This is an optimization exercise on Yosys and OpenROAD, whose aim is small area, a short achievable clock period and few clock cycles, not a production implementation. Only simulation tests tie the RTL to the original design; equivalence was not proved. No activity file was given, so power comes from the tool's default toggle rates.

### design/flow/run.sh
#!/bin/bash
# synth_recipe.tcl (not shown) runs the flow's synth.tcl, then flattens the netlist and writes it again
# the make line also repeats each setting of config.mk as NAME=value (left out here)
make -C /OpenROAD-flow-scripts/flow DESIGN_CONFIG=/design/flow/config.mk WORK_HOME=/design/flow/orfs CLKGATE_MAP_FILE= SYNTH_SCRIPT=/design/flow/synth_recipe.tcl finish
### design/flow/config.mk
export PLATFORM = sky130hd
export DESIGN_NAME = chip8_cpu
export DESIGN_NICKNAME = chip8_cpu
export VERILOG_FILES = /design/flow/design.v
export SDC_FILE = /design/flow/constraint.sdc
export NUM_CORES = 4
export LEC_CHECK = 0
export CAP_MARGIN = 20
export CORE_MARGIN = 2
export CORE_UTILIZATION = 60
export SETUP_SLACK_MARGIN = 5
export SLEW_MARGIN = 20
### design/flow/constraint.sdc
create_clock -name core_clock -period 12.0 [get_ports {clk}]
set_input_delay 2.4000 -clock core_clock [delete_from_list [all_inputs] [get_ports {clk}]]
set_output_delay 2.4000 -clock core_clock [all_outputs]
set_load 0.01 [all_outputs]
### design/flow/design.v
`timescale 1ns / 1ps
module chip8_cpu (
    input wire clk,
    input wire reset,
    input wire [7:0] mem_data_in,
    input wire [15:0] key_pressed,
    output reg mem_read,
    output reg [11:0] mem_addr_out,
    output reg [7:0] mem_data_out,
    output reg mem_write
);
    localparam K_NONE = 2'd0;
    localparam K_HI   = 2'd1;
    localparam K_LO   = 2'd2;
    localparam K_LD   = 2'd3;
    localparam M_STREAM = 3'd0;
    localparam M_STORE  = 3'd1;
    localparam M_LOAD   = 3'd2;
    localparam M_BCD    = 3'd3;
    localparam M_KEY    = 3'd4;
    localparam M_RESUME = 3'd5;
    reg [1:0]  qk;           
    reg [1:0]  tk;           
    reg [2:0]  mode;
    reg [3:0]  i;            
    reg [3:0]  mx;           
    reg [11:0] pcs;          
    reg [7:0]  ir_hi, ir_lo;
    reg        ev;           
    reg [11:0] I;
    reg [7:0]  V[0:15];
    reg [11:0] stack[0:15];
    reg [3:0]  sp;
    reg [7:0]  delay_timer, sound_timer;
    reg [20:0] one_hz;
    reg [15:0] lfsr;
    wire       dcy = (tk == K_LO);             
    wire [7:0] din = mem_data_in;
    wire [3:0] xa = (mode == M_STREAM) ? ir_hi[3:0] : (mode == M_STORE) ? i : mx;
    wire [3:0] yb = ir_lo[7:4];
    wire [7:0] vx = V[xa];
    wire [7:0] vy = V[yb];
    reg  [3:0] key_idx;
    integer    k;
    always @(*) begin
        key_idx = 4'd0;
        for (k = 15; k >= 0; k = k - 1)
            if (key_pressed[k]) key_idx = k[3:0];
    end
    wire any_key = |key_pressed;
    function [9:0] bcd8;
        input [7:0] v;
        begin
            case (v)
                8'd0: bcd8 = {2'd0, 4'd0, 4'd0};
                8'd1: bcd8 = {2'd0, 4'd0, 4'd1};
                8'd2: bcd8 = {2'd0, 4'd0, 4'd2};
                8'd3: bcd8 = {2'd0, 4'd0, 4'd3};
                8'd4: bcd8 = {2'd0, 4'd0, 4'd4};
                8'd5: bcd8 = {2'd0, 4'd0, 4'd5};
                8'd6: bcd8 = {2'd0, 4'd0, 4'd6};
                8'd7: bcd8 = {2'd0, 4'd0, 4'd7};
                8'd8: bcd8 = {2'd0, 4'd0, 4'd8};
                8'd9: bcd8 = {2'd0, 4'd0, 4'd9};
                8'd10: bcd8 = {2'd0, 4'd1, 4'd0};
                8'd11: bcd8 = {2'd0, 4'd1, 4'd1};
                8'd12: bcd8 = {2'd0, 4'd1, 4'd2};
                8'd13: bcd8 = {2'd0, 4'd1, 4'd3};
                8'd14: bcd8 = {2'd0, 4'd1, 4'd4};
                8'd15: bcd8 = {2'd0, 4'd1, 4'd5};
                8'd16: bcd8 = {2'd0, 4'd1, 4'd6};
                8'd17: bcd8 = {2'd0, 4'd1, 4'd7};
                8'd18: bcd8 = {2'd0, 4'd1, 4'd8};
                8'd19: bcd8 = {2'd0, 4'd1, 4'd9};
                8'd20: bcd8 = {2'd0, 4'd2, 4'd0};
                8'd21: bcd8 = {2'd0, 4'd2, 4'd1};
                8'd22: bcd8 = {2'd0, 4'd2, 4'd2};
                8'd23: bcd8 = {2'd0, 4'd2, 4'd3};
                8'd24: bcd8 = {2'd0, 4'd2, 4'd4};
                8'd25: bcd8 = {2'd0, 4'd2, 4'd5};
                8'd26: bcd8 = {2'd0, 4'd2, 4'd6};
                8'd27: bcd8 = {2'd0, 4'd2, 4'd7};
                8'd28: bcd8 = {2'd0, 4'd2, 4'd8};
                8'd29: bcd8 = {2'd0, 4'd2, 4'd9};
                8'd30: bcd8 = {2'd0, 4'd3, 4'd0};
                8'd31: bcd8 = {2'd0, 4'd3, 4'd1};
                8'd32: bcd8 = {2'd0, 4'd3, 4'd2};
                8'd33: bcd8 = {2'd0, 4'd3, 4'd3};
                8'd34: bcd8 = {2'd0, 4'd3, 4'd4};
                8'd35: bcd8 = {2'd0, 4'd3, 4'd5};
                8'd36: bcd8 = {2'd0, 4'd3, 4'd6};
                8'd37: bcd8 = {2'd0, 4'd3, 4'd7};
                8'd38: bcd8 = {2'd0, 4'd3, 4'd8};
                8'd39: bcd8 = {2'd0, 4'd3, 4'd9};
                8'd40: bcd8 = {2'd0, 4'd4, 4'd0};
                8'd41: bcd8 = {2'd0, 4'd4, 4'd1};
                8'd42: bcd8 = {2'd0, 4'd4, 4'd2};
                8'd43: bcd8 = {2'd0, 4'd4, 4'd3};
                8'd44: bcd8 = {2'd0, 4'd4, 4'd4};
                8'd45: bcd8 = {2'd0, 4'd4, 4'd5};
                8'd46: bcd8 = {2'd0, 4'd4, 4'd6};
                8'd47: bcd8 = {2'd0, 4'd4, 4'd7};
                8'd48: bcd8 = {2'd0, 4'd4, 4'd8};
                8'd49: bcd8 = {2'd0, 4'd4, 4'd9};
                8'd50: bcd8 = {2'd0, 4'd5, 4'd0};
                8'd51: bcd8 = {2'd0, 4'd5, 4'd1};
                8'd52: bcd8 = {2'd0, 4'd5, 4'd2};
                8'd53: bcd8 = {2'd0, 4'd5, 4'd3};
                8'd54: bcd8 = {2'd0, 4'd5, 4'd4};
                8'd55: bcd8 = {2'd0, 4'd5, 4'd5};
                8'd56: bcd8 = {2'd0, 4'd5, 4'd6};
                8'd57: bcd8 = {2'd0, 4'd5, 4'd7};
                8'd58: bcd8 = {2'd0, 4'd5, 4'd8};
                8'd59: bcd8 = {2'd0, 4'd5, 4'd9};
                8'd60: bcd8 = {2'd0, 4'd6, 4'd0};
                8'd61: bcd8 = {2'd0, 4'd6, 4'd1};
                8'd62: bcd8 = {2'd0, 4'd6, 4'd2};
                8'd63: bcd8 = {2'd0, 4'd6, 4'd3};
                8'd64: bcd8 = {2'd0, 4'd6, 4'd4};
                8'd65: bcd8 = {2'd0, 4'd6, 4'd5};
                8'd66: bcd8 = {2'd0, 4'd6, 4'd6};
                8'd67: bcd8 = {2'd0, 4'd6, 4'd7};
                8'd68: bcd8 = {2'd0, 4'd6, 4'd8};
                8'd69: bcd8 = {2'd0, 4'd6, 4'd9};
                8'd70: bcd8 = {2'd0, 4'd7, 4'd0};
                8'd71: bcd8 = {2'd0, 4'd7, 4'd1};
                8'd72: bcd8 = {2'd0, 4'd7, 4'd2};
                8'd73: bcd8 = {2'd0, 4'd7, 4'd3};
                8'd74: bcd8 = {2'd0, 4'd7, 4'd4};
                8'd75: bcd8 = {2'd0, 4'd7, 4'd5};
                8'd76: bcd8 = {2'd0, 4'd7, 4'd6};
                8'd77: bcd8 = {2'd0, 4'd7, 4'd7};
                8'd78: bcd8 = {2'd0, 4'd7, 4'd8};
                8'd79: bcd8 = {2'd0, 4'd7, 4'd9};
                8'd80: bcd8 = {2'd0, 4'd8, 4'd0};
                8'd81: bcd8 = {2'd0, 4'd8, 4'd1};
                8'd82: bcd8 = {2'd0, 4'd8, 4'd2};
                8'd83: bcd8 = {2'd0, 4'd8, 4'd3};
                8'd84: bcd8 = {2'd0, 4'd8, 4'd4};
                8'd85: bcd8 = {2'd0, 4'd8, 4'd5};
                8'd86: bcd8 = {2'd0, 4'd8, 4'd6};
                8'd87: bcd8 = {2'd0, 4'd8, 4'd7};
                8'd88: bcd8 = {2'd0, 4'd8, 4'd8};
                8'd89: bcd8 = {2'd0, 4'd8, 4'd9};
                8'd90: bcd8 = {2'd0, 4'd9, 4'd0};
                8'd91: bcd8 = {2'd0, 4'd9, 4'd1};
                8'd92: bcd8 = {2'd0, 4'd9, 4'd2};
                8'd93: bcd8 = {2'd0, 4'd9, 4'd3};
                8'd94: bcd8 = {2'd0, 4'd9, 4'd4};
                8'd95: bcd8 = {2'd0, 4'd9, 4'd5};
                8'd96: bcd8 = {2'd0, 4'd9, 4'd6};
                8'd97: bcd8 = {2'd0, 4'd9, 4'd7};
                8'd98: bcd8 = {2'd0, 4'd9, 4'd8};
                8'd99: bcd8 = {2'd0, 4'd9, 4'd9};
                8'd100: bcd8 = {2'd1, 4'd0, 4'd0};
                8'd101: bcd8 = {2'd1, 4'd0, 4'd1};
                8'd102: bcd8 = {2'd1, 4'd0, 4'd2};
                8'd103: bcd8 = {2'd1, 4'd0, 4'd3};
                8'd104: bcd8 = {2'd1, 4'd0, 4'd4};
                8'd105: bcd8 = {2'd1, 4'd0, 4'd5};
                8'd106: bcd8 = {2'd1, 4'd0, 4'd6};
                8'd107: bcd8 = {2'd1, 4'd0, 4'd7};
                8'd108: bcd8 = {2'd1, 4'd0, 4'd8};
                8'd109: bcd8 = {2'd1, 4'd0, 4'd9};
                8'd110: bcd8 = {2'd1, 4'd1, 4'd0};
                8'd111: bcd8 = {2'd1, 4'd1, 4'd1};
                8'd112: bcd8 = {2'd1, 4'd1, 4'd2};
                8'd113: bcd8 = {2'd1, 4'd1, 4'd3};
                8'd114: bcd8 = {2'd1, 4'd1, 4'd4};
                8'd115: bcd8 = {2'd1, 4'd1, 4'd5};
                8'd116: bcd8 = {2'd1, 4'd1, 4'd6};
                8'd117: bcd8 = {2'd1, 4'd1, 4'd7};
                8'd118: bcd8 = {2'd1, 4'd1, 4'd8};
                8'd119: bcd8 = {2'd1, 4'd1, 4'd9};
                8'd120: bcd8 = {2'd1, 4'd2, 4'd0};
                8'd121: bcd8 = {2'd1, 4'd2, 4'd1};
                8'd122: bcd8 = {2'd1, 4'd2, 4'd2};
                8'd123: bcd8 = {2'd1, 4'd2, 4'd3};
                8'd124: bcd8 = {2'd1, 4'd2, 4'd4};
                8'd125: bcd8 = {2'd1, 4'd2, 4'd5};
                8'd126: bcd8 = {2'd1, 4'd2, 4'd6};
                8'd127: bcd8 = {2'd1, 4'd2, 4'd7};
                8'd128: bcd8 = {2'd1, 4'd2, 4'd8};
                8'd129: bcd8 = {2'd1, 4'd2, 4'd9};
                8'd130: bcd8 = {2'd1, 4'd3, 4'd0};
                8'd131: bcd8 = {2'd1, 4'd3, 4'd1};
                8'd132: bcd8 = {2'd1, 4'd3, 4'd2};
                8'd133: bcd8 = {2'd1, 4'd3, 4'd3};
                8'd134: bcd8 = {2'd1, 4'd3, 4'd4};
                8'd135: bcd8 = {2'd1, 4'd3, 4'd5};
                8'd136: bcd8 = {2'd1, 4'd3, 4'd6};
                8'd137: bcd8 = {2'd1, 4'd3, 4'd7};
                8'd138: bcd8 = {2'd1, 4'd3, 4'd8};
                8'd139: bcd8 = {2'd1, 4'd3, 4'd9};
                8'd140: bcd8 = {2'd1, 4'd4, 4'd0};
                8'd141: bcd8 = {2'd1, 4'd4, 4'd1};
                8'd142: bcd8 = {2'd1, 4'd4, 4'd2};
                8'd143: bcd8 = {2'd1, 4'd4, 4'd3};
                8'd144: bcd8 = {2'd1, 4'd4, 4'd4};
                8'd145: bcd8 = {2'd1, 4'd4, 4'd5};
                8'd146: bcd8 = {2'd1, 4'd4, 4'd6};
                8'd147: bcd8 = {2'd1, 4'd4, 4'd7};
                8'd148: bcd8 = {2'd1, 4'd4, 4'd8};
                8'd149: bcd8 = {2'd1, 4'd4, 4'd9};
                8'd150: bcd8 = {2'd1, 4'd5, 4'd0};
                8'd151: bcd8 = {2'd1, 4'd5, 4'd1};
                8'd152: bcd8 = {2'd1, 4'd5, 4'd2};
                8'd153: bcd8 = {2'd1, 4'd5, 4'd3};
                8'd154: bcd8 = {2'd1, 4'd5, 4'd4};
                8'd155: bcd8 = {2'd1, 4'd5, 4'd5};
                8'd156: bcd8 = {2'd1, 4'd5, 4'd6};
                8'd157: bcd8 = {2'd1, 4'd5, 4'd7};
                8'd158: bcd8 = {2'd1, 4'd5, 4'd8};
                8'd159: bcd8 = {2'd1, 4'd5, 4'd9};
                8'd160: bcd8 = {2'd1, 4'd6, 4'd0};
                8'd161: bcd8 = {2'd1, 4'd6, 4'd1};
                8'd162: bcd8 = {2'd1, 4'd6, 4'd2};
                8'd163: bcd8 = {2'd1, 4'd6, 4'd3};
                8'd164: bcd8 = {2'd1, 4'd6, 4'd4};
                8'd165: bcd8 = {2'd1, 4'd6, 4'd5};
                8'd166: bcd8 = {2'd1, 4'd6, 4'd6};
                8'd167: bcd8 = {2'd1, 4'd6, 4'd7};
                8'd168: bcd8 = {2'd1, 4'd6, 4'd8};
                8'd169: bcd8 = {2'd1, 4'd6, 4'd9};
                8'd170: bcd8 = {2'd1, 4'd7, 4'd0};
                8'd171: bcd8 = {2'd1, 4'd7, 4'd1};
                8'd172: bcd8 = {2'd1, 4'd7, 4'd2};
                8'd173: bcd8 = {2'd1, 4'd7, 4'd3};
                8'd174: bcd8 = {2'd1, 4'd7, 4'd4};
                8'd175: bcd8 = {2'd1, 4'd7, 4'd5};
                8'd176: bcd8 = {2'd1, 4'd7, 4'd6};
                8'd177: bcd8 = {2'd1, 4'd7, 4'd7};
                8'd178: bcd8 = {2'd1, 4'd7, 4'd8};
                8'd179: bcd8 = {2'd1, 4'd7, 4'd9};
                8'd180: bcd8 = {2'd1, 4'd8, 4'd0};
                8'd181: bcd8 = {2'd1, 4'd8, 4'd1};
                8'd182: bcd8 = {2'd1, 4'd8, 4'd2};
                8'd183: bcd8 = {2'd1, 4'd8, 4'd3};
                8'd184: bcd8 = {2'd1, 4'd8, 4'd4};
                8'd185: bcd8 = {2'd1, 4'd8, 4'd5};
                8'd186: bcd8 = {2'd1, 4'd8, 4'd6};
                8'd187: bcd8 = {2'd1, 4'd8, 4'd7};
                8'd188: bcd8 = {2'd1, 4'd8, 4'd8};
                8'd189: bcd8 = {2'd1, 4'd8, 4'd9};
                8'd190: bcd8 = {2'd1, 4'd9, 4'd0};
                8'd191: bcd8 = {2'd1, 4'd9, 4'd1};
                8'd192: bcd8 = {2'd1, 4'd9, 4'd2};
                8'd193: bcd8 = {2'd1, 4'd9, 4'd3};
                8'd194: bcd8 = {2'd1, 4'd9, 4'd4};
                8'd195: bcd8 = {2'd1, 4'd9, 4'd5};
                8'd196: bcd8 = {2'd1, 4'd9, 4'd6};
                8'd197: bcd8 = {2'd1, 4'd9, 4'd7};
                8'd198: bcd8 = {2'd1, 4'd9, 4'd8};
                8'd199: bcd8 = {2'd1, 4'd9, 4'd9};
                8'd200: bcd8 = {2'd2, 4'd0, 4'd0};
                8'd201: bcd8 = {2'd2, 4'd0, 4'd1};
                8'd202: bcd8 = {2'd2, 4'd0, 4'd2};
                8'd203: bcd8 = {2'd2, 4'd0, 4'd3};
                8'd204: bcd8 = {2'd2, 4'd0, 4'd4};
                8'd205: bcd8 = {2'd2, 4'd0, 4'd5};
                8'd206: bcd8 = {2'd2, 4'd0, 4'd6};
                8'd207: bcd8 = {2'd2, 4'd0, 4'd7};
                8'd208: bcd8 = {2'd2, 4'd0, 4'd8};
                8'd209: bcd8 = {2'd2, 4'd0, 4'd9};
                8'd210: bcd8 = {2'd2, 4'd1, 4'd0};
                8'd211: bcd8 = {2'd2, 4'd1, 4'd1};
                8'd212: bcd8 = {2'd2, 4'd1, 4'd2};
                8'd213: bcd8 = {2'd2, 4'd1, 4'd3};
                8'd214: bcd8 = {2'd2, 4'd1, 4'd4};
                8'd215: bcd8 = {2'd2, 4'd1, 4'd5};
                8'd216: bcd8 = {2'd2, 4'd1, 4'd6};
                8'd217: bcd8 = {2'd2, 4'd1, 4'd7};
                8'd218: bcd8 = {2'd2, 4'd1, 4'd8};
                8'd219: bcd8 = {2'd2, 4'd1, 4'd9};
                8'd220: bcd8 = {2'd2, 4'd2, 4'd0};
                8'd221: bcd8 = {2'd2, 4'd2, 4'd1};
                8'd222: bcd8 = {2'd2, 4'd2, 4'd2};
                8'd223: bcd8 = {2'd2, 4'd2, 4'd3};
                8'd224: bcd8 = {2'd2, 4'd2, 4'd4};
                8'd225: bcd8 = {2'd2, 4'd2, 4'd5};
                8'd226: bcd8 = {2'd2, 4'd2, 4'd6};
                8'd227: bcd8 = {2'd2, 4'd2, 4'd7};
                8'd228: bcd8 = {2'd2, 4'd2, 4'd8};
                8'd229: bcd8 = {2'd2, 4'd2, 4'd9};
                8'd230: bcd8 = {2'd2, 4'd3, 4'd0};
                8'd231: bcd8 = {2'd2, 4'd3, 4'd1};
                8'd232: bcd8 = {2'd2, 4'd3, 4'd2};
                8'd233: bcd8 = {2'd2, 4'd3, 4'd3};
                8'd234: bcd8 = {2'd2, 4'd3, 4'd4};
                8'd235: bcd8 = {2'd2, 4'd3, 4'd5};
                8'd236: bcd8 = {2'd2, 4'd3, 4'd6};
                8'd237: bcd8 = {2'd2, 4'd3, 4'd7};
                8'd238: bcd8 = {2'd2, 4'd3, 4'd8};
                8'd239: bcd8 = {2'd2, 4'd3, 4'd9};
                8'd240: bcd8 = {2'd2, 4'd4, 4'd0};
                8'd241: bcd8 = {2'd2, 4'd4, 4'd1};
                8'd242: bcd8 = {2'd2, 4'd4, 4'd2};
                8'd243: bcd8 = {2'd2, 4'd4, 4'd3};
                8'd244: bcd8 = {2'd2, 4'd4, 4'd4};
                8'd245: bcd8 = {2'd2, 4'd4, 4'd5};
                8'd246: bcd8 = {2'd2, 4'd4, 4'd6};
                8'd247: bcd8 = {2'd2, 4'd4, 4'd7};
                8'd248: bcd8 = {2'd2, 4'd4, 4'd8};
                8'd249: bcd8 = {2'd2, 4'd4, 4'd9};
                8'd250: bcd8 = {2'd2, 4'd5, 4'd0};
                8'd251: bcd8 = {2'd2, 4'd5, 4'd1};
                8'd252: bcd8 = {2'd2, 4'd5, 4'd2};
                8'd253: bcd8 = {2'd2, 4'd5, 4'd3};
                8'd254: bcd8 = {2'd2, 4'd5, 4'd4};
                8'd255: bcd8 = {2'd2, 4'd5, 4'd5};
                default: bcd8 = 10'd0;
            endcase
        end
    endfunction
    wire [9:0] bcd = bcd8(vx);
    wire [3:0] bcd_h = {2'd0, bcd[9:8]};
    wire [3:0] bcd_t = bcd[7:4];
    wire [3:0] bcd_o = bcd[3:0];
    wire [3:0]  dop   = ir_hi[7:4];
    wire [11:0] nnn   = {ir_hi[3:0], din};
    wire        d_jmp = (dop == 4'h1) || (dop == 4'h2);
    wire        d_bnn = (dop == 4'hB);
    wire        d_ret = (ir_hi == 8'h00) && (din == 8'hEE);
    wire        eq_nn = (vx == din);
    wire        key_x = key_pressed[vx[3:0]];
    reg         d_skip;
    always @(*) begin
        case (dop)
            4'h3: d_skip = eq_nn;
            4'h4: d_skip = !eq_nn;
            4'hE: d_skip = ((din == 8'h9E) && key_x) || ((din == 8'hA1) && !key_x);
            default: d_skip = 1'b0;
        endcase
    end
    wire d_f    = (dop == 4'hF);
    wire d_st   = d_f && (din == 8'h55);
    wire d_ld   = d_f && (din == 8'h65);
    wire d_bcd  = d_f && (din == 8'h33);
    wire d_key  = d_f && (din == 8'h0A);
    wire d_redir = d_jmp || d_bnn || d_ret || d_skip;
    reg [11:0] target;
    always @(*) begin
        if (d_jmp)      target = nnn;
        else if (d_bnn) target = nnn + {4'd0, V[0]};
        else if (d_ret) target = stack[sp - 4'd1];
        else            target = mem_addr_out + 12'd2;
    end
    wire [3:0] eop = ir_hi[7:4];
    wire [3:0] en  = ir_lo[3:0];
    wire [7:0] nn  = ir_lo;
    wire       sub_xy = (eop == 4'h8) && (en == 4'h5);
    wire       sub_yx = (eop == 4'h8) && (en == 4'h7);
    wire [7:0] a_op = sub_yx ? ~vx : vx;
    wire [7:0] b_op = (eop == 4'h7) ? nn : sub_xy ? ~vy : vy;
    wire [8:0] sum  = {1'b0, a_op} + {1'b0, b_op} + {8'd0, sub_xy | sub_yx};
    reg        e_we, e_wf;
    reg [7:0]  e_wd;
    reg        e_f;
    always @(*) begin
        e_we = 1'b0; e_wf = 1'b0; e_wd = 8'd0; e_f = 1'b0;
        if (ev) begin
            case (eop)
                4'h6: begin e_we = 1'b1; e_wd = nn; end
                4'h7: begin e_we = 1'b1; e_wd = sum[7:0]; end
                4'h8: case (en)
                    4'h0: begin e_we = 1'b1; e_wd = vy; end
                    4'h1: begin e_we = 1'b1; e_wd = vx | vy; end
                    4'h2: begin e_we = 1'b1; e_wd = vx & vy; end
                    4'h3: begin e_we = 1'b1; e_wd = vx ^ vy; end
                    4'h4, 4'h5, 4'h7: begin e_we = 1'b1; e_wd = sum[7:0]; e_wf = 1'b1; e_f = sum[8]; end
                    4'h6: begin e_we = 1'b1; e_wd = {1'b0, vx[7:1]}; e_wf = 1'b1; e_f = vx[0]; end
                    4'hE: begin e_we = 1'b1; e_wd = {vx[6:0], 1'b0}; e_wf = 1'b1; e_f = vx[7]; end
                    default: ;
                endcase
                4'hC: begin e_we = 1'b1; e_wd = nn & lfsr[7:0]; end
                4'hF: if (nn == 8'h07) begin e_we = 1'b1; e_wd = delay_timer; end
                default: ;
            endcase
        end
    end
    reg        w_en;
    reg [3:0]  w_idx;
    reg [7:0]  w_dat;
    always @(*) begin
        w_en = 1'b0; w_idx = ir_hi[3:0]; w_dat = e_wd;
        if (tk == K_LD) begin
            w_en = 1'b1; w_idx = i - 4'd2; w_dat = din;
        end else if (mode == M_KEY) begin
            w_en = any_key; w_idx = mx; w_dat = {4'd0, key_idx};
        end else if (dcy && d_key) begin
            w_en = any_key; w_dat = {4'd0, key_idx};
        end else begin
            w_en = e_we;
        end
    end
    integer r;
    always @(posedge clk) begin
        for (r = 0; r < 16; r = r + 1)
            if (r == 15 && e_wf)
                V[r] <= {7'd0, e_f};
            else if (w_en && w_idx == r[3:0])
                V[r] <= w_dat;
        if (dcy && dop == 4'h2)
            stack[sp] <= mem_addr_out;
    end
    always @(posedge clk or posedge reset) begin
        if (reset) begin
            mem_addr_out <= 12'h200;
            mem_read <= 1'b1;
            mem_write <= 1'b0;
            qk <= K_HI;
            tk <= K_NONE;
            mode <= M_STREAM;
            ev <= 1'b0;
            I <= 12'd0;
            sp <= 4'd0;
            delay_timer <= 8'd0;
            sound_timer <= 8'd0;
            one_hz <= 21'd0;
            lfsr <= 16'hACE1;
        end else begin
            if (one_hz == 21'd833333) begin
                one_hz <= 21'd0;
                if (delay_timer != 8'd0) delay_timer <= delay_timer - 8'd1;
                if (sound_timer != 8'd0) sound_timer <= sound_timer - 8'd1;
            end else begin
                one_hz <= one_hz + 21'd1;
            end
            tk <= (ev && ((eop == 4'h5 && vx == vy) || (eop == 4'h9 && vx != vy))) ? K_NONE : qk;
            ev <= dcy;
            mem_write <= 1'b0;
            case (mode)
                M_STREAM: begin
                    mem_read <= 1'b1;
                    mem_addr_out <= mem_addr_out + 12'd1;
                    qk <= (qk == K_HI) ? K_LO : K_HI;
                    if (dcy) begin
                        if (d_redir) begin
                            mem_addr_out <= target;
                            qk <= K_HI;
                            tk <= K_NONE;
                        end else if (d_st || d_ld || d_bcd || (d_key && !any_key)) begin
                            mx <= ir_hi[3:0];
                            pcs <= mem_addr_out + 12'd1;
                            mem_addr_out <= I;
                            i <= 4'd1;
                            if (d_st) begin
                                mem_read <= 1'b0;
                                mem_write <= 1'b1;
                                mem_data_out <= V[0];
                                qk <= K_NONE;
                                mode <= (ir_hi[3:0] == 4'd0) ? M_RESUME : M_STORE;
                            end else if (d_ld) begin
                                qk <= K_LD;
                                mode <= (ir_hi[3:0] == 4'd0) ? M_RESUME : M_LOAD;
                            end else if (d_bcd) begin
                                mem_read <= 1'b0;
                                mem_write <= 1'b1;
                                mem_data_out <= {4'd0, bcd_h};
                                qk <= K_NONE;
                                mode <= M_BCD;
                            end else begin
                                mem_read <= 1'b0;
                                qk <= K_NONE;
                                mode <= M_KEY;
                            end
                        end
                        if (dop == 4'h2) sp <= sp + 4'd1;
                        if (d_ret) sp <= sp - 4'd1;
                    end
                end
                M_STORE: begin
                    mem_read <= 1'b0;
                    mem_write <= 1'b1;
                    mem_addr_out <= mem_addr_out + 12'd1;
                    mem_data_out <= vx;
                    qk <= K_NONE;
                    i <= i + 4'd1;
                    if (i == mx) mode <= M_RESUME;
                end
                M_LOAD: begin
                    mem_read <= 1'b1;
                    mem_addr_out <= mem_addr_out + 12'd1;
                    qk <= K_LD;
                    i <= i + 4'd1;
                    if (i == mx) mode <= M_RESUME;
                end
                M_BCD: begin
                    mem_read <= 1'b0;
                    mem_write <= 1'b1;
                    mem_addr_out <= mem_addr_out + 12'd1;
                    mem_data_out <= {4'd0, (i == 4'd1) ? bcd_t : bcd_o};
                    qk <= K_NONE;
                    i <= i + 4'd1;
                    if (i == 4'd2) mode <= M_RESUME;
                end
                M_KEY: begin
                    mem_read <= 1'b0;
                    qk <= K_NONE;
                    if (any_key) begin
                        mem_read <= 1'b1;
                        mem_addr_out <= pcs;
                        qk <= K_LO;
                        mode <= M_STREAM;
                    end
                end
                default: begin  
                    mem_read <= 1'b1;
                    mem_addr_out <= pcs;
                    qk <= K_LO;
                    i <= i + 4'd1;
                    mode <= M_STREAM;
                end
            endcase
            if (ev) begin
                case (eop)
                    4'hA: I <= {ir_hi[3:0], ir_lo};
                    4'hC: lfsr <= {lfsr[14:0], lfsr[15] ^ lfsr[13] ^ lfsr[12] ^ lfsr[10]};
                    4'hF: case (nn)
                        8'h15: delay_timer <= vx;
                        8'h18: sound_timer <= vx;
                        8'h1E: I <= I + {4'd0, vx};
                        8'h29: I <= {6'd0, vx[3:0], 2'd0} + {8'd0, vx[3:0]};
                        default: ;
                    endcase
                    default: ;
                endcase
            end
        end
    end
    always @(posedge clk) begin
        if (tk == K_HI) ir_hi <= din;
        if (dcy) ir_lo <= din;
    end
endmodule
==> impl_metrics.csv, run 1 <==
group,metric,value,unit
run_status,outcome,"finished clean",
yosys,ys.flop_type,"edfxtp_1",
clocking,clockBufferDepth,3,
critical_path,crit_path_max_fanout,36,
clocking,clkTransAtPathRegs,0.06,ns
detailed_routing,avgViaCountPerCell,7.023,
detailed_routing,drtAntennaViolNets,0,
detailed_routing,first_pass_iters,6,
yosys,synth_top_cell_area_share,42.91,%
power,power_density,277.2,nW/um^2
detailed_routing,routed.top_layer,"met4",
floorplanning,fp-row-count,74,
detailed_routing,vias,19707,
layout,area_growth_syn_to_layout,10.94,%
min_path,min_to,"tk[1]",
clocking,ctsRootBufferMaster,"clkbuf_16",
placed_design,io_buffers,47,
power,power_leakage,9.823,nW
clocking,numCtsBuffers,47,
min_path,holdPathStages,1,
power,p_int,4.327,mW
layout,final_cells,2806,
timing,setup_violations,0,
detailed_routing,first_iter_violations,2923,
yosys,netlist_area,24980,sq um
critical_path,path_class,"flop to flop",
timing,hold_viol,0,
floorplanning,initial_utilization,61.04,%
timing,rsz0062_at_grt,"false",
detailed_routing,totalWireLength,79420,um
min_path,min_from,"qk[1]",
grt,antenna_found_initial,1,
layout,drive_gt1_share,13.68,%
critical_path,crit_chain,"or2_0 -> o21a_1 -> buf_4 -> nor3_1 -> a221o_1 -> o21ai_1 -> nand4_1 -> and2_1 -> xnor2_1 -> fa_1 -> inv_1 -> fa_1 -> inv_1 -> a21oi_1 -> o21bai_1 -> a21oi_1 -> o21bai_1 -> xnor2_1 -> nor2_1 -> a21oi_1 -> a211oi_1 -> a31oi_1 -> o221ai_1 -> a22o_1",
clocking,cts.htree.levels,2,
timing,slew_viol_final,0,
min_path,hp-class,"flop to flop",
critical_path,worst_ep_arrival_time,6.79,ns
critical_path,crit_required,12.31,ns
critical_path,ff2ff_setup_slack,5.53,ns
placed_design,dpl.cell_count,2718,
floorplanning,die_width,208.1,um
power,pwr-share-comb,52.2,%
critical_path,endpoint_kind,"flop",
critical_path,r2r_end,"V[10][6]",
yosys,ys_seq_area_share,51.84,%
timing,whs,0.4792,ns
yosys,synth_most_common_cell,"edfxtp_1",
timing,fin_crit,6.474,ns
detailed_routing,wire_per_inst,28.30,um
yosys,synth_top_cell_by_area,"edfxtp_1",
power,swShare,43.68,%
critical_path,start_kind,"flop",
clocking,post_cts_buffers,0,
placed_design,place_hpwl,53770,um
yosys,synth_seq_cells,447,
critical_path,path_common_cell,"a21oi_1",
timing,tns,0,ns
yosys,synth_nets,2301,
layout,nNetsFinal,2328,
floorplanning,die_h,208.1,um
grt,overflow,0,
floorplanning,core_area,40920,sq um
timing,relSlewSlack,23.52,%
floorplanning,io_pins,48,
timing,fin_crit_sh,53.95,%
critical_path,cp_slowest_cell,"dfrtp_2",
power,switchingPower,3.356,mW
placed_design,placed_area,26110,sq um
critical_path,rr_startpoint,"mode[2]",
detailed_routing,wl_met3,8727,um
clocking,clk_latency,0.62,ns
critical_path,worst_path_largest_cell_delay,0.64,ns
power,clkPwrFrac,19.5,%
job,drv_cap,0,
timing,tightest_slew,1.140,ns
detailed_routing,m1WireLength,31800,um
power,p_total,7.682,mW
grt,grt_pass1_vias,18811,
grt,grt_pass1_wl,118800,um
clocking,cts.sinks,447,
critical_path,rr_worst_depth,24,
timing,fmax,154.5,MHz
power,ir_worst_vdd,0.1763,mV
clocking,cts_tree,"built",
floorplanning,dieArea,43280,sq um
power,seqPwrFrac,28.4,%
yosys,avgSynthCellArea,11.31,sq um
yosys,synth_cells,2208,
yosys,synth_async_sr_flop_share,18.57,%
yosys,synth_top_cells_by_area,"edfxtp_1, dfrtp_1, mux4_2",
detailed_routing,drc,0,
layout,design_area,27720,sq um
placed_design,gp_congestion,1.021,
yosys,synth_common_cells,"edfxtp_1, nor2_1, nand2_1, a21oi_1, o21ai_0",
yosys,post_synth_num_cell_types,88,
grt,grt_max_degree,65,
detailed_routing,met2WireLength,35300,um
yosys,ys_warn_count,2,
timing,skew,0.03443,ns
yosys,synth_edf_count,357,
grt,grt_usage,36.33,%
==> cells by family after synthesis <==
logic type                 share of synthesized area [%]
muxes                                              9.656
and+or+nand+nor                                    12.77
buffers and inverters                              3.621
AOI/OAI and AO/OA                                  15.10
DFF                                                51.84
xor gates and xnor gates                           3.471
adders and majority gates                          3.546
==> metal layers <==
metal  track usage [%]  vias to the layer above
met1             52.00                     9662
met4             15.43                        0
li1                  -                     8516
met2             54.62                     1299
met5                 0                        -
met3             7.094                      230
==> sequential cells by signal, indices dropped and copies added, names as in the netlist, 8 cells and up <==
signal	count
I	12
V	128
delay_timer	8
ir_hi	8
ir_lo	8
lfsr	16
mem_addr_out	12
mem_data_out	8
one_hz	21
pcs	12
stack	192
==> power groups by stage <==
stage	clock network, mW	registers, mW	logic, mW
2_1_floorplan	0	2.13	2.76
4_1_cts	1.51	2.17	3.89
6_report	1.50	2.18	4.01
5_1_grt	1.57	2.19	4.27
3_3_place_gp	0	2.19	3.80
3_5_place_dp	0	2.20	3.86
==> cell type report <==
type,count,area [sq um]
well taps,532,665.6
flip-flops and latches,447,12960
fillers,3040,13210
repair buffers,118,1011
multi-input cells,1554,11240
inverters,67,255.2
clock buffers,57,1245
clock inverters,30,335.3
diodes,1,2.502
==> repair_timing <==
item | in CTS | in global routing
hold buffers | 0 | 0
gates resized for setup | 0 | 2
setup endpoints to repair | 0 | 32
==> through the flow <==
step | utilization, % | worst slack [ns]
6_report | 67.72 | 5.526
5_1_grt | 67.72 | 5.112
4_1_cts | 67.65 | 5.276
3_5_place_dp | 63.79 | 5.280
3_3_place_gp | 63.65 | 5.500
2_1_floorplan | - | 6.509
==> how the worst max path moves through the flow <==
stage / start / slack (ns) / cells past startpoint / end
floorplan: ir_lo[5] / 6.51 / 24 / V[0][4]
global placement: mode[2] / 5.50 / 22 / V[4][4]
detailed placement: mode[2] / 5.28 / 22 / V[7][4]
finish: mode[2] / 5.53 / 24 / V[10][6]
global route: mode[2] / 5.11 / 22 / V[15][1]
CTS: mode[2] / 5.28 / 22 / V[9][4]
==> worst max-delay path, delay by kind of cell (launching register included) <==
kind / cells / cell delay (ns)
AO/OA/AOI/OAI: 12 / 2.34
XOR/XNOR: 2 / 0.38
adder cells (fa/ha/maj): 2 / 0.68
buffers and inverters: 3 / 0.55
flip-flops: 1 / 0.64
AND/OR/NAND/NOR: 5 / 1.59
==> cell usage in the layout (no fill, tap or decap), types with 57 or more instances in the layout <==
master	n
ha_1	61
o21ai_0	112
nand3_1	80
inv_1	57
mux4_2	65
edfxtp_1	357
a21oi_1	133
buf_4	69
nor2_1	221
dfrtp_1	69
xnor2_1	67
nand2_1	153
Testbench counts, summed over its fixed seeds: cycles 202,604.
==> inputs of run 2 (changes only) <==
--- a/design/flow/config.mk
+++ b/design/flow/config.mk
@@ -7,6 +7,5 @@
 export LEC_CHECK = 0
 export CAP_MARGIN = 20
 export CORE_MARGIN = 2
-export CORE_UTILIZATION = 60
-export SETUP_SLACK_MARGIN = 5
+export CORE_UTILIZATION = 40
 export SLEW_MARGIN = 20
==> impl_metrics.csv, run 2 <==
group,metric,value,unit
timing,hold_viol,0,
critical_path,worst_ep_arrival_time,7.55,ns
floorplanning,die_h,253.9,um
grt,grt_pass1_wl,123600,um
floorplanning,dieArea,64470,sq um
floorplanning,initial_utilization,40.48,%
placed_design,place_hpwl,57060,um
clocking,ctsRootBufferMaster,"clkbuf_16",
detailed_routing,vias,19459,
critical_path,path_class,"flop to flop",
critical_path,worst_path_largest_cell_delay,0.82,ns
layout,drive_gt1_share,13.84,%
min_path,holdPathStages,1,
run_status,outcome,"finished clean",
floorplanning,io_pins,48,
critical_path,endpoint_kind,"flop",
timing,tns,0,ns
yosys,post_synth_num_cell_types,88,
timing,slew_viol_final,0,
min_path,min_to,"one_hz[20]",
critical_path,r2r_end,"V[15][1]",
timing,relSlewSlack,24.05,%
critical_path,rr_startpoint,"mode[1]",
floorplanning,fp-row-count,91,
yosys,synth_nets,2301,
yosys,synth_top_cells_by_area,"edfxtp_1, dfrtp_1, mux4_2",
detailed_routing,drc,0,
clocking,cts_tree,"built",
placed_design,io_buffers,47,
grt,antenna_found_initial,6,
layout,top_register,"stack",
timing,fin_crit_sh,58.67,%
critical_path,ff2ff_setup_slack,4.96,ns
timing,fmax,142.0,MHz
yosys,netlist_area,24980,sq um
yosys,synth_top_cell_by_area,"edfxtp_1",
yosys,synth_common_cells,"edfxtp_1, nor2_1, nand2_1, a21oi_1, o21ai_0",
detailed_routing,totalWireLength,82730,um
detailed_routing,wire_per_inst,26.46,um
detailed_routing,avgViaCountPerCell,6.223,
critical_path,crit_chain,"or2_0 -> o21a_1 -> buf_4 -> nor3_1 -> a221o_1 -> o21ai_1 -> nand4_1 -> and2_1 -> xnor2_1 -> fa_1 -> inv_1 -> fa_1 -> nand2b_1 -> o31ai_1 -> a2bb2oi_1 -> o32ai_1 -> a221oi_1 -> o22ai_1 -> a221oi_1 -> o211ai_1 -> o21a_1 -> a22o_1",
timing,tightest_slew,1.135,ns
layout,largest_reg_flops,192,
min_path,hp-class,"flop to flop",
layout,layout_commonest_cell,"edfxtp_1",
yosys,synth_async_sr_flop_share,18.57,%
clocking,cts_resized,0,
power,p_total,7.799,mW
floorplanning,core_area,61710,sq um
detailed_routing,drtAntennaViolNets,0,
grt,grt_usage,25.64,%
layout,final_cell_mix,"edfxtp_1, nor2_1, nand2_1",
job,drv_cap,0,
min_path,min_from,"one_hz[20]",
critical_path,start_kind,"flop",
critical_path,cp_slowest_cell,"dfrtp_1",
clocking,post_cts_buffers,0,
layout,area_growth_syn_to_layout,13.28,%
yosys,ys_seq_area_share,51.84,%
detailed_routing,first_iter_violations,2325,
power,power_leakage,9.989,nW
clocking,clkTransAtPathRegs,0.06,ns
timing,rsz0062_at_grt,"false",
yosys,synth_seq_cells,447,
grt,overflow,0,
timing,layout_setup_ws,4.960,ns
timing,fin_crit,7.040,ns
clocking,cts.sinks,447,
power,power_density,275.6,nW/um^2
yosys,ys.flop_type,"edfxtp_1",
clocking,cts.htree.levels,2,
layout,n_antenna_cell,0,
floorplanning,die_width,253.9,um
timing,setup_violations,0,
layout,nNetsFinal,2340,
placed_design,gp_congestion,1.002,
clocking,clk_latency,0.62,ns
yosys,ys_warn_count,2,
clocking,clockBufferDepth,3,
clocking,numCtsBuffers,51,
yosys,synth_edf_count,357,
critical_path,rr_worst_depth,22,
placed_design,pre_cts_ws,5.194,ns
critical_path,crit_required,12.51,ns
power,ir_worst_vdd,0.1880,mV
layout,reg.largest.list,"stack (192), V (128), one_hz (21)",
yosys,synth_most_common_cell,"edfxtp_1",
clocking,ctsHoldBuffers,0,
detailed_routing,first_pass_iters,8,
grt,grt_max_degree,55,
yosys,synth_top_cell_area_share,42.91,%
yosys,avgSynthCellArea,11.31,sq um
yosys,synth_cells,2208,
timing,skew,0.03440,ns
critical_path,crit_path_max_fanout,36,
grt,grt_pass1_vias,18927,
layout,fill_cells,5650,
[run 2: cell counts after synthesis]
No cell type changed its count.
[run 2: logic make-up (layout without fill, tap and decap cells)]
family                   after synthesis  in the layout  synth area share, %
XOR/XNOR                              99             99                3.471
adder cells (fa/ha/maj)               68             68                3.546
AO/OA/AOI/OAI                        557            557                15.10
buffers and inverters                207            289                3.621
AND/OR/NAND/NOR                      678            678                12.77
multiplexers                         152            152                9.656
flip-flops                           447            447                51.84
[run 2: how the worst max path moves through the flow]
| stage | start | endpoint | slack (ns) | cells after the start |
|---|---|---|---|---|
| after CTS | mode[2] | V[15][1] | 5.14 | 22 |
| after global placement | mode[1] | V[15][1] | 5.31 | 22 |
| after global routing | mode[2] | V[15][1] | 4.61 | 22 |
| after detailed placement | mode[2] | V[15][1] | 5.19 | 22 |
| final | mode[1] | V[15][1] | 4.96 | 22 |
| after floorplan | ir_lo[5] | V[0][4] | 6.51 | 24 |
[run 2: stage by stage]
step | cell area (sq um) | hold slack (ns) | instances | util (%)
4_1_cts | 28300 | 0.4795 | 3127 | 45.85
6_report | 28300 | 0.4763 | 3127 | 45.86
3_3_place_gp | 26510 | 0.4668 | 3031 | 42.96
2_1_floorplan | 24980 | 0.4244 | 2208 | -
3_5_place_dp | 26510 | 0.4723 | 3031 | 42.96
5_1_grt | 28300 | 0.5093 | 3127 | 45.86
[run 2: layer usage]
layer,vias up,GRT usage (%),wire (um)
met5,-,0,67
met4,10,9.445,3195
met2,1028,40.57,37880
met3,199,4.722,6960
met1,9697,35.18,34620
li1,8525,-,-
[run 2: power breakdown]
part           internal, mW  total [mW]  switching [mW]
Sequential             1.97        2.16           0.191
Combinational          1.49        3.98            2.49
Clock                 0.994        1.66           0.661
Total                  4.46        7.80            3.34
[run 2: layout make-up]
type,count,area [sq um],share of cell area (%)
sequential,447,12950,45.78
clock inverter,33,441.7,1.561
timing repair buffer,126,1067,3.771
tap,837,1047,3.701
multi-input combinational,1554,11190,39.55
inverter,67,255.2,0.9019
clock buffer,63,1341,4.740
[run 2: critical path: cells and delay by family (launching register included)]
family                   cells  cell delay, ns
buffers and inverters        2            0.46
adder cells (fa/ha/maj)      2            0.80
flip-flops                   1            0.82
AO/OA/AOI/OAI               12            2.89
XOR/XNOR                     1            0.26
AND/OR/NAND/NOR              5            1.65
==> inputs of run 3 (changes only) <==
--- a/design/flow/design.v
+++ b/design/flow/design.v
@@ -4,24 +4,14 @@
     input wire reset,
     input wire [7:0] mem_data_in,
     input wire [15:0] key_pressed,
-    output reg mem_read,
+    output wire mem_read,
     output reg [11:0] mem_addr_out,
     output reg [7:0] mem_data_out,
     output reg mem_write
 );
-    localparam K_NONE = 2'd0;
-    localparam K_HI   = 2'd1;
-    localparam K_LO   = 2'd2;
-    localparam K_LD   = 2'd3;
-    localparam M_STREAM = 3'd0;
-    localparam M_STORE  = 3'd1;
-    localparam M_LOAD   = 3'd2;
-    localparam M_BCD    = 3'd3;
-    localparam M_KEY    = 3'd4;
-    localparam M_RESUME = 3'd5;
-    reg [1:0]  qk;           
-    reg [1:0]  tk;           
-    reg [2:0]  mode;
+    reg        q_hi, q_lo, q_ld;
+    reg        t_hi, t_lo, t_ld;
+    reg        m_st, m_ld, m_bcd, m_key, m_res;
     reg [3:0]  i;            
     reg [3:0]  mx;           
     reg [11:0] pcs;          
@@ -34,12 +24,18 @@
     reg [7:0]  delay_timer, sound_timer;
     reg [20:0] one_hz;
     reg [15:0] lfsr;
-    wire       dcy = (tk == K_LO);             
+    wire       dcy = t_lo;               
     wire [7:0] din = mem_data_in;
-    wire [3:0] xa = (mode == M_STREAM) ? ir_hi[3:0] : (mode == M_STORE) ? i : mx;
-    wire [3:0] yb = ir_lo[7:4];
+    wire       stream = !(m_st || m_ld || m_bcd || m_key || m_res);
+    assign mem_read = !mem_write;        
+    wire [3:0] xa = m_st ? i : ir_hi[3:0];
     wire [7:0] vx = V[xa];
-    wire [7:0] vy = V[yb];
+    wire [7:0] vy = V[din[7:4]];
+    reg  [7:0] opx, opy;
+    always @(posedge clk) begin
+        opx <= vx;
+        opy <= vy;
+    end
     reg  [3:0] key_idx;
     integer    k;
     always @(*) begin
@@ -312,14 +308,10 @@
             endcase
         end
     endfunction
-    wire [9:0] bcd = bcd8(vx);
-    wire [3:0] bcd_h = {2'd0, bcd[9:8]};
-    wire [3:0] bcd_t = bcd[7:4];
-    wire [3:0] bcd_o = bcd[3:0];
+    wire [9:0] bcd_d = bcd8(vx);         
+    wire [9:0] bcd_e = bcd8(opx);        
     wire [3:0]  dop   = ir_hi[7:4];
-    wire [11:0] nnn   = {ir_hi[3:0], din};
     wire        d_jmp = (dop == 4'h1) || (dop == 4'h2);
-    wire        d_bnn = (dop == 4'hB);
     wire        d_ret = (ir_hi == 8'h00) && (din == 8'hEE);
     wire        eq_nn = (vx == din);
     wire        key_x = key_pressed[vx[3:0]];
@@ -332,44 +324,54 @@
             default: d_skip = 1'b0;
         endcase
     end
-    wire d_f    = (dop == 4'hF);
-    wire d_st   = d_f && (din == 8'h55);
-    wire d_ld   = d_f && (din == 8'h65);
-    wire d_bcd  = d_f && (din == 8'h33);
-    wire d_key  = d_f && (din == 8'h0A);
-    wire d_redir = d_jmp || d_bnn || d_ret || d_skip;
+    wire d_f     = (dop == 4'hF);
+    wire d_st    = d_f && (din == 8'h55);
+    wire d_ld    = d_f && (din == 8'h65);
+    wire d_bcd   = d_f && (din == 8'h33);
+    wire d_key   = d_f && (din == 8'h0A);
+    wire d_mem   = d_st || d_ld || d_bcd || d_key;
+    wire d_redir = d_jmp || d_ret || d_skip;
+    wire x_zero  = (ir_hi[3:0] == 4'd0);
     reg [11:0] target;
     always @(*) begin
-        if (d_jmp)      target = nnn;
-        else if (d_bnn) target = nnn + {4'd0, V[0]};
+        if (d_jmp)      target = {ir_hi[3:0], din};
         else if (d_ret) target = stack[sp - 4'd1];
-        else            target = mem_addr_out + 12'd2;
+        else            target = mem_addr_out + 12'd2;     
+    end
+    wire       d8     = (dop == 4'h8);
+    reg        c_sub_xy, c_sub_yx, c_nn, c_flag;
+    always @(posedge clk) begin
+        c_sub_xy <= d8 && (din[3:0] == 4'h5);
+        c_sub_yx <= d8 && (din[3:0] == 4'h7);
+        c_nn     <= (dop == 4'h7);
+        c_flag   <= dcy && d8 && (din[3:0] == 4'h4 || din[3:0] == 4'h5 || din[3:0] == 4'h6 ||
+                                  din[3:0] == 4'h7 || din[3:0] == 4'hE);
     end
     wire [3:0] eop = ir_hi[7:4];
     wire [3:0] en  = ir_lo[3:0];
     wire [7:0] nn  = ir_lo;
-    wire       sub_xy = (eop == 4'h8) && (en == 4'h5);
-    wire       sub_yx = (eop == 4'h8) && (en == 4'h7);
-    wire [7:0] a_op = sub_yx ? ~vx : vx;
-    wire [7:0] b_op = (eop == 4'h7) ? nn : sub_xy ? ~vy : vy;
-    wire [8:0] sum  = {1'b0, a_op} + {1'b0, b_op} + {8'd0, sub_xy | sub_yx};
+    wire [7:0] a_op = c_sub_yx ? ~opx : opx;
+    wire [7:0] b_op = c_nn ? nn : c_sub_xy ? ~opy : opy;
+    wire [8:0] sum  = {1'b0, a_op} + {1'b0, b_op} + {8'd0, c_sub_xy | c_sub_yx};
+    wire       e_bnn  = ev && (eop == 4'hB);
+    wire       e_skip = ev && (((eop == 4'h5) && (opx == opy)) || ((eop == 4'h9) && (opx != opy)));
     reg        e_we, e_wf;
     reg [7:0]  e_wd;
     reg        e_f;
     always @(*) begin
-        e_we = 1'b0; e_wf = 1'b0; e_wd = 8'd0; e_f = 1'b0;
+        e_we = 1'b0; e_wf = c_flag; e_wd = 8'd0; e_f = 1'b0;
         if (ev) begin
             case (eop)
                 4'h6: begin e_we = 1'b1; e_wd = nn; end
                 4'h7: begin e_we = 1'b1; e_wd = sum[7:0]; end
                 4'h8: case (en)
-                    4'h0: begin e_we = 1'b1; e_wd = vy; end
-                    4'h1: begin e_we = 1'b1; e_wd = vx | vy; end
-                    4'h2: begin e_we = 1'b1; e_wd = vx & vy; end
-                    4'h3: begin e_we = 1'b1; e_wd = vx ^ vy; end
-                    4'h4, 4'h5, 4'h7: begin e_we = 1'b1; e_wd = sum[7:0]; e_wf = 1'b1; e_f = sum[8]; end
-                    4'h6: begin e_we = 1'b1; e_wd = {1'b0, vx[7:1]}; e_wf = 1'b1; e_f = vx[0]; end
-                    4'hE: begin e_we = 1'b1; e_wd = {vx[6:0], 1'b0}; e_wf = 1'b1; e_f = vx[7]; end
+                    4'h0: begin e_we = 1'b1; e_wd = opy; end
+                    4'h1: begin e_we = 1'b1; e_wd = opx | opy; end
+                    4'h2: begin e_we = 1'b1; e_wd = opx & opy; end
+                    4'h3: begin e_we = 1'b1; e_wd = opx ^ opy; end
+                    4'h4, 4'h5, 4'h7: begin e_we = 1'b1; e_wd = sum[7:0]; e_f = sum[8]; end
+                    4'h6: begin e_we = 1'b1; e_wd = {1'b0, opx[7:1]}; e_f = opx[0]; end
+                    4'hE: begin e_we = 1'b1; e_wd = {opx[6:0], 1'b0}; e_f = opx[7]; end
                     default: ;
                 endcase
                 4'hC: begin e_we = 1'b1; e_wd = nn & lfsr[7:0]; end
@@ -382,15 +384,12 @@
     reg [3:0]  w_idx;
     reg [7:0]  w_dat;
     always @(*) begin
-        w_en = 1'b0; w_idx = ir_hi[3:0]; w_dat = e_wd;
-        if (tk == K_LD) begin
+        if (t_ld) begin
             w_en = 1'b1; w_idx = i - 4'd2; w_dat = din;
-        end else if (mode == M_KEY) begin
+        end else if (m_key) begin
             w_en = any_key; w_idx = mx; w_dat = {4'd0, key_idx};
-        end else if (dcy && d_key) begin
-            w_en = any_key; w_dat = {4'd0, key_idx};
         end else begin
-            w_en = e_we;
+            w_en = e_we; w_idx = ir_hi[3:0]; w_dat = e_wd;
         end
     end
     integer r;
@@ -403,14 +402,30 @@
         if (dcy && dop == 4'h2)
             stack[sp] <= mem_addr_out;
     end
+    always @(posedge clk) begin
+        if (t_hi) ir_hi <= din;
+        if (dcy) begin
+            ir_lo <= din;
+            mx <= ir_hi[3:0];
+            pcs <= mem_addr_out + 12'd1;
+            mem_data_out <= din[6] ? V[0] : {6'd0, bcd_d[9:8]};    
+        end else if (m_st) begin
+            mem_data_out <= vx;
+        end else if (m_bcd) begin
+            mem_data_out <= {4'd0, i[0] ? bcd_e[7:4] : bcd_e[3:0]};
+        end
+        if (dcy)
+            i <= 4'd1;
+        else if (m_st || m_ld || m_bcd || m_res)
+            i <= i + 4'd1;
+    end
     always @(posedge clk or posedge reset) begin
         if (reset) begin
             mem_addr_out <= 12'h200;
-            mem_read <= 1'b1;
             mem_write <= 1'b0;
-            qk <= K_HI;
-            tk <= K_NONE;
-            mode <= M_STREAM;
+            q_hi <= 1'b1; q_lo <= 1'b0; q_ld <= 1'b0;
+            t_hi <= 1'b0; t_lo <= 1'b0; t_ld <= 1'b0;
+            m_st <= 1'b0; m_ld <= 1'b0; m_bcd <= 1'b0; m_key <= 1'b0; m_res <= 1'b0;
             ev <= 1'b0;
             I <= 12'd0;
             sp <= 4'd0;
@@ -426,101 +441,73 @@
             end else begin
                 one_hz <= one_hz + 21'd1;
             end
-            tk <= (ev && ((eop == 4'h5 && vx == vy) || (eop == 4'h9 && vx != vy))) ? K_NONE : qk;
             ev <= dcy;
+            t_hi <= q_hi && !(dcy && d_redir);
+            t_lo <= q_lo && !e_skip && !e_bnn;
+            t_ld <= q_ld;
             mem_write <= 1'b0;
-            case (mode)
-                M_STREAM: begin
-                    mem_read <= 1'b1;
-                    mem_addr_out <= mem_addr_out + 12'd1;
-                    qk <= (qk == K_HI) ? K_LO : K_HI;
-                    if (dcy) begin
-                        if (d_redir) begin
-                            mem_addr_out <= target;
-                            qk <= K_HI;
-                            tk <= K_NONE;
-                        end else if (d_st || d_ld || d_bcd || (d_key && !any_key)) begin
-                            mx <= ir_hi[3:0];
-                            pcs <= mem_addr_out + 12'd1;
-                            mem_addr_out <= I;
-                            i <= 4'd1;
-                            if (d_st) begin
-                                mem_read <= 1'b0;
-                                mem_write <= 1'b1;
-                                mem_data_out <= V[0];
-                                qk <= K_NONE;
-                                mode <= (ir_hi[3:0] == 4'd0) ? M_RESUME : M_STORE;
-                            end else if (d_ld) begin
-                                qk <= K_LD;
-                                mode <= (ir_hi[3:0] == 4'd0) ? M_RESUME : M_LOAD;
-                            end else if (d_bcd) begin
-                                mem_read <= 1'b0;
-                                mem_write <= 1'b1;
-                                mem_data_out <= {4'd0, bcd_h};
-                                qk <= K_NONE;
-                                mode <= M_BCD;
-                            end else begin
-                                mem_read <= 1'b0;
-                                qk <= K_NONE;
-                                mode <= M_KEY;
-                            end
-                        end
-                        if (dop == 4'h2) sp <= sp + 4'd1;
-                        if (d_ret) sp <= sp - 4'd1;
+            q_ld <= 1'b0;
+            if (stream) begin
+                mem_addr_out <= mem_addr_out + 12'd1;
+                q_hi <= q_lo;
+                q_lo <= q_hi;
+                if (dcy) begin
+                    if (d_redir) begin
+                        mem_addr_out <= target;
+                        q_hi <= 1'b1;
+                        q_lo <= 1'b0;
+                    end else if (d_mem) begin
+                        mem_addr_out <= I;
+                        q_hi <= 1'b0;
+                        q_lo <= 1'b0;
+                        q_ld <= d_ld;
+                        mem_write <= d_st || d_bcd;
+                        m_st <= d_st && !x_zero;
+                        m_ld <= d_ld && !x_zero;
+                        m_bcd <= d_bcd;
+                        m_key <= d_key;
+                        m_res <= (d_st || d_ld) && x_zero;
                     end
+                    if (dop == 4'h2) sp <= sp + 4'd1;
+                    if (d_ret) sp <= sp - 4'd1;
                 end
-                M_STORE: begin
-                    mem_read <= 1'b0;
-                    mem_write <= 1'b1;
-                    mem_addr_out <= mem_addr_out + 12'd1;
-                    mem_data_out <= vx;
-                    qk <= K_NONE;
-                    i <= i + 4'd1;
-                    if (i == mx) mode <= M_RESUME;
+                if (e_bnn) begin
+                    mem_addr_out <= {ir_hi[3:0], ir_lo} + {4'd0, V[0]};
+                    q_hi <= 1'b1;
+                    q_lo <= 1'b0;
                 end
-                M_LOAD: begin
-                    mem_read <= 1'b1;
+            end else begin
+                if (m_st || m_ld || m_bcd)
                     mem_addr_out <= mem_addr_out + 12'd1;
-                    qk <= K_LD;
-                    i <= i + 4'd1;
-                    if (i == mx) mode <= M_RESUME;
-                end
-                M_BCD: begin
-                    mem_read <= 1'b0;
+                if (m_st || m_bcd)
                     mem_write <= 1'b1;
-                    mem_addr_out <= mem_addr_out + 12'd1;
-                    mem_data_out <= {4'd0, (i == 4'd1) ? bcd_t : bcd_o};
-                    qk <= K_NONE;
-                    i <= i + 4'd1;
-                    if (i == 4'd2) mode <= M_RESUME;
+                if (m_ld)
+                    q_ld <= 1'b1;
+                if ((m_st || m_ld) && i == mx) begin
+                    m_st <= 1'b0;
+                    m_ld <= 1'b0;
+                    m_res <= 1'b1;
                 end
-                M_KEY: begin
-                    mem_read <= 1'b0;
-                    qk <= K_NONE;
-                    if (any_key) begin
-                        mem_read <= 1'b1;
-                        mem_addr_out <= pcs;
-                        qk <= K_LO;
-                        mode <= M_STREAM;
-                    end
+                if (m_bcd && i[1]) begin
+                    m_bcd <= 1'b0;
+                    m_res <= 1'b1;
                 end
-                default: begin  
-                    mem_read <= 1'b1;
+                if (m_res || (m_key && any_key)) begin
                     mem_addr_out <= pcs;
-                    qk <= K_LO;
-                    i <= i + 4'd1;
-                    mode <= M_STREAM;
+                    q_lo <= 1'b1;
+                    m_res <= 1'b0;
+                    m_key <= 1'b0;
                 end
-            endcase
+            end
             if (ev) begin
                 case (eop)
                     4'hA: I <= {ir_hi[3:0], ir_lo};
                     4'hC: lfsr <= {lfsr[14:0], lfsr[15] ^ lfsr[13] ^ lfsr[12] ^ lfsr[10]};
                     4'hF: case (nn)
-                        8'h15: delay_timer <= vx;
-                        8'h18: sound_timer <= vx;
-                        8'h1E: I <= I + {4'd0, vx};
-                        8'h29: I <= {6'd0, vx[3:0], 2'd0} + {8'd0, vx[3:0]};
+                        8'h15: delay_timer <= opx;
+                        8'h18: sound_timer <= opx;
+                        8'h1E: I <= I + {4'd0, opx};
+                        8'h29: I <= {6'd0, opx[3:0], 2'd0} + {8'd0, opx[3:0]};
                         default: ;
                     endcase
                     default: ;
@@ -528,8 +515,4 @@
             end
         end
     end
-    always @(posedge clk) begin
-        if (tk == K_HI) ir_hi <= din;
-        if (dcy) ir_lo <= din;
-    end
 endmodule
==> impl_metrics.csv, run 3 <==
group,metric,value,unit
yosys,synth_edf_count,353,
critical_path,start_kind,"flop",
detailed_routing,drc,0,
layout,fill_cells,5769,
timing,setup_violations,0,
yosys,ys.flop_type,"edfxtp_1",
critical_path,crit_path_max_fanout,41,
power,pwr-share-comb,46.5,%
power,seqPwrFrac,32.1,%
layout,nNetsFinal,2403,
yosys,synth_top_cells_by_area,"edfxtp_1, dfrtp_1, mux4_2",
floorplanning,die_h,257.7,um
clocking,cts.htree.levels,2,
placed_design,place_hpwl,62730,um
detailed_routing,vias,20109,
detailed_routing,first_pass_iters,6,
critical_path,path_class,"flop to flop",
timing,fmax,161.6,MHz
placed_design,io_buffers,47,
timing,hold_viol,0,
critical_path,worst_ep_arrival_time,6.71,ns
layout,drive_gt1_share,12.98,%
grt,gr-max-usage-layer,"met2",
grt,grt_pass1_wl,130100,um
layout,final_cell_mix,"edfxtp_1, nor2_1, nand2_1",
critical_path,crit_required,12.52,ns
placed_design,gp_congestion,0.9916,
grt,use_met3,4.329,%
layout,reg.largest.list,"stack (192), V (128), one_hz (21)",
power,swShare,42.09,%
yosys,synth_cells,2291,
yosys,avgSynthCellArea,11.23,sq um
yosys,synth_top_cell_by_area,"edfxtp_1",
yosys,post_synth_num_cell_types,88,
power,p_int,4.446,mW
grt,grt.met1_usage,38.89,%
yosys,synth_most_common_cell,"edfxtp_1",
clocking,ctsRootBufferMaster,"clkbuf_16",
detailed_routing,first_iter_violations,2399,
critical_path,endpoint_kind,"flop",
clocking,post_cts_buffers,0,
floorplanning,core_area,63310,sq um
grt,grt_pass1_vias,19130,
timing,fin_crit_sh,51.56,%
power,ir_worst_vdd,0.1215,mV
timing,tightest_slew,1.099,ns
grt,antenna_found_initial,2,
power,switchingPower,3.232,mW
layout,layout_commonest_cell,"edfxtp_1",
clocking,ctsHoldBuffers,0,
job,drv_cap,0,
yosys,synth_common_cells,"edfxtp_1, nor2_1, nand2_1, o21ai_0, a21oi_1",
layout,multi_input_area,11430,sq um
detailed_routing,drtAntennaViolNets,0,
floorplanning,fp-row-count,92,
yosys,netlist_area,25740,sq um
layout,largest_reg_flops,192,
yosys,synth_top_cell_area_share,41.19,%
run_status,outcome,"finished clean",
clocking,numCtsBuffers,53,
timing,slew_viol_final,0,
detailed_routing,avgViaCountPerCell,6.278,
power,power_density,264.3,nW/um^2
floorplanning,initial_utilization,40.65,%
layout,ff_latch_area,13530,sq um
clocking,clk_latency,0.63,ns
clocking,cts.sinks,477,
detailed_routing,totalWireLength,87950,um
grt,grt_max_degree,70,
yosys,synth_nets,2381,
grt,grt_use_met2,39.11,%
clocking,cts_tree,"built",
timing,relSlewSlack,26.46,%
grt,grt_usage,26.07,%
yosys,ys_seq_area_share,52.55,%
power,power_leakage,10.57,nW
yosys,synth_seq_cells,477,
layout,n_antenna_cell,0,
clocking,clockBufferDepth,3,
min_path,hp-class,"flop to flop",
grt,overflow,0,
power,clkPwrFrac,21.4,%
clocking,clkTransAtPathRegs,0.07,ns
layout,fin_util,45.88,%
detailed_routing,wire_per_inst,27.46,um
floorplanning,die_width,257.7,um
floorplanning,dieArea,66380,sq um
timing,skew,0.03369,ns
clocking,cts_resized,0,
yosys,ys_warn_count,2,
layout,top_register,"stack",
layout,area_growth_syn_to_layout,12.87,%
timing,fin_crit,6.187,ns
yosys,synth_async_sr_flop_share,18.03,%
floorplanning,io_pins,48,
timing,tns,0,ns
timing,rsz0062_at_grt,"false",
[run 3: cell count changes after synthesis, sizes merged, moves of 14 or more]
cell,change
mux2i,+24
nor2,-19
o22ai,+15
o211ai,-15
dfxtp,+31
nand2,+14
buf,-26
inv,+25
clkbuf,+31
o21ai,+31
[run 3: power groups by stage]
stage	clock [mW]	combinational [mW]	sequential, mW
final	1.64	3.57	2.47
after global routing	1.74	3.86	2.49
after CTS	1.67	3.51	2.46
after detailed placement	0	3.49	2.49
after global placement	0	3.46	2.49
after floorplan	0	2.40	2.37
[run 3: area by class of cell]
class / count / share of cell area (%)
inverters: 86 / 1.120
clock buffers: 63 / 4.803
multi-input cells: 1583 / 39.34
repair buffers: 112 / 3.278
clock inverters: 36 / 1.236
flip-flops and latches: 477 / 46.58
well taps: 846 / 3.644
[run 3: metrics by stage]
step / power [mW] / hold WS [ns] / instances / area [sq um] / setup WS (ns)
after global routing: 8.080 / 0.3731 / 3203 / 29050 / 5.591
after floorplan: 4.767 / 0.3312 / 2291 / 25740 / 7.189
after detailed placement: 5.982 / 0.3478 / 3103 / 27270 / 5.552
after global placement: 5.950 / 0.3327 / 3103 / 27250 / 5.724
final: 7.678 / 0.3668 / 3203 / 29050 / 5.813
after CTS: 7.637 / 0.3641 / 3202 / 29020 / 5.990
[run 3: routing by layer]
metal | vias up | routed length (um)
met5 | - | 0
met3 | 148 | 8098
met1 | 10167 | 38440
met2 | 1041 | 39080
met4 | 0 | 2329
li1 | 8753 | -
[run 3: path summary, 6_finish.rpt]
| kind | endpoint | slack [ns] | cells past startpoint | startpoint |
|---|---|---|---|---|
| setup / recovery | mem_addr_out[4] | 5.81 | 13 | m_st |
| hold / removal | t_ld | 0.37 | 0 | q_ld |
| setup reg to reg | mem_addr_out[4] | 5.81 | 13 | m_st |
| hold reg to reg | t_ld | 0.37 | 0 | q_ld |
| max in group asynchronous | sp[0] | 8.57 | 3 | reset |
| min in group asynchronous | one_hz[8] | 2.09 | 2 | reset |
[run 3: cells by family (layout without fill, tap and decap cells)]
| logic type | after synthesis | count (layout) | synth area share [%] |
|---|---|---|---|
| multiplexers | 175 | 175 | 10.25 |
| AND/OR/NAND/NOR | 650 | 650 | 11.98 |
| XOR/XNOR | 100 | 100 | 3.403 |
| flip-flops | 477 | 477 | 52.55 |
| buffers and inverters | 231 | 297 | 3.457 |
| adder cells (fa/ha/maj) | 64 | 64 | 3.257 |
| AO/OA/AOI/OAI | 594 | 594 | 15.10 |
[run 3: worst max-delay path, cell delays in order (launching register included)]
cell	delay, ns
dfrtp_1	0.54
buf_4	0.36
nor3b_1	0.66
or2_1	0.71
o2bb2ai_1	0.22
a221oi_2	0.12
a21oi_1	0.73
mux4_2	0.62
a22o_1	0.25
or4_1	0.49
a211oi_2	0.45
or3_1	0.37
mux2_1	0.36
a31oi_1	0.19
Testbench counts of run 3, summed over its fixed seeds: cycles 204,165.

[re-timing with driven ports]
The flow's constraints put no driver on any port. The routed layouts listed below were extracted and timed again, unchanged, in two steps.
Step 1 assumes that a clkbuf_16 drives the clock port and a buf_2 every other input.
Step 2 also shifts input and output timing later by t, the mid clock arrival at the registers, as if the neighbouring blocks saw the same clock.
Slacks: ideal / step 1 / step 2; pairs: ideal / step 1.
run | shift t [ns] | slack for setup (ns) | worst hold slack (ns) | latest minus earliest clock arrival (ns) | pins driven straight from the clock port
run 1 | 0.657 | 5.526 / 5.526 / 5.526 | 0.479 / 0.479 / 0.479 | 0.035 / 0.035 | 1
run 2 | 0.657 | 4.960 / 4.960 / 4.960 | 0.476 / 0.476 / 0.476 | 0.040 / 0.039 | 1
run 3 | 0.666 | 5.813 / 5.813 / 5.478 | 0.367 / 0.367 / 0.367 | 0.039 / 0.040 | 1
After both steps every run listed still meets setup and hold. The setup slack of run 3, which loses most, moves by 0.000 ns with the drivers and by -0.335 ns with both steps.
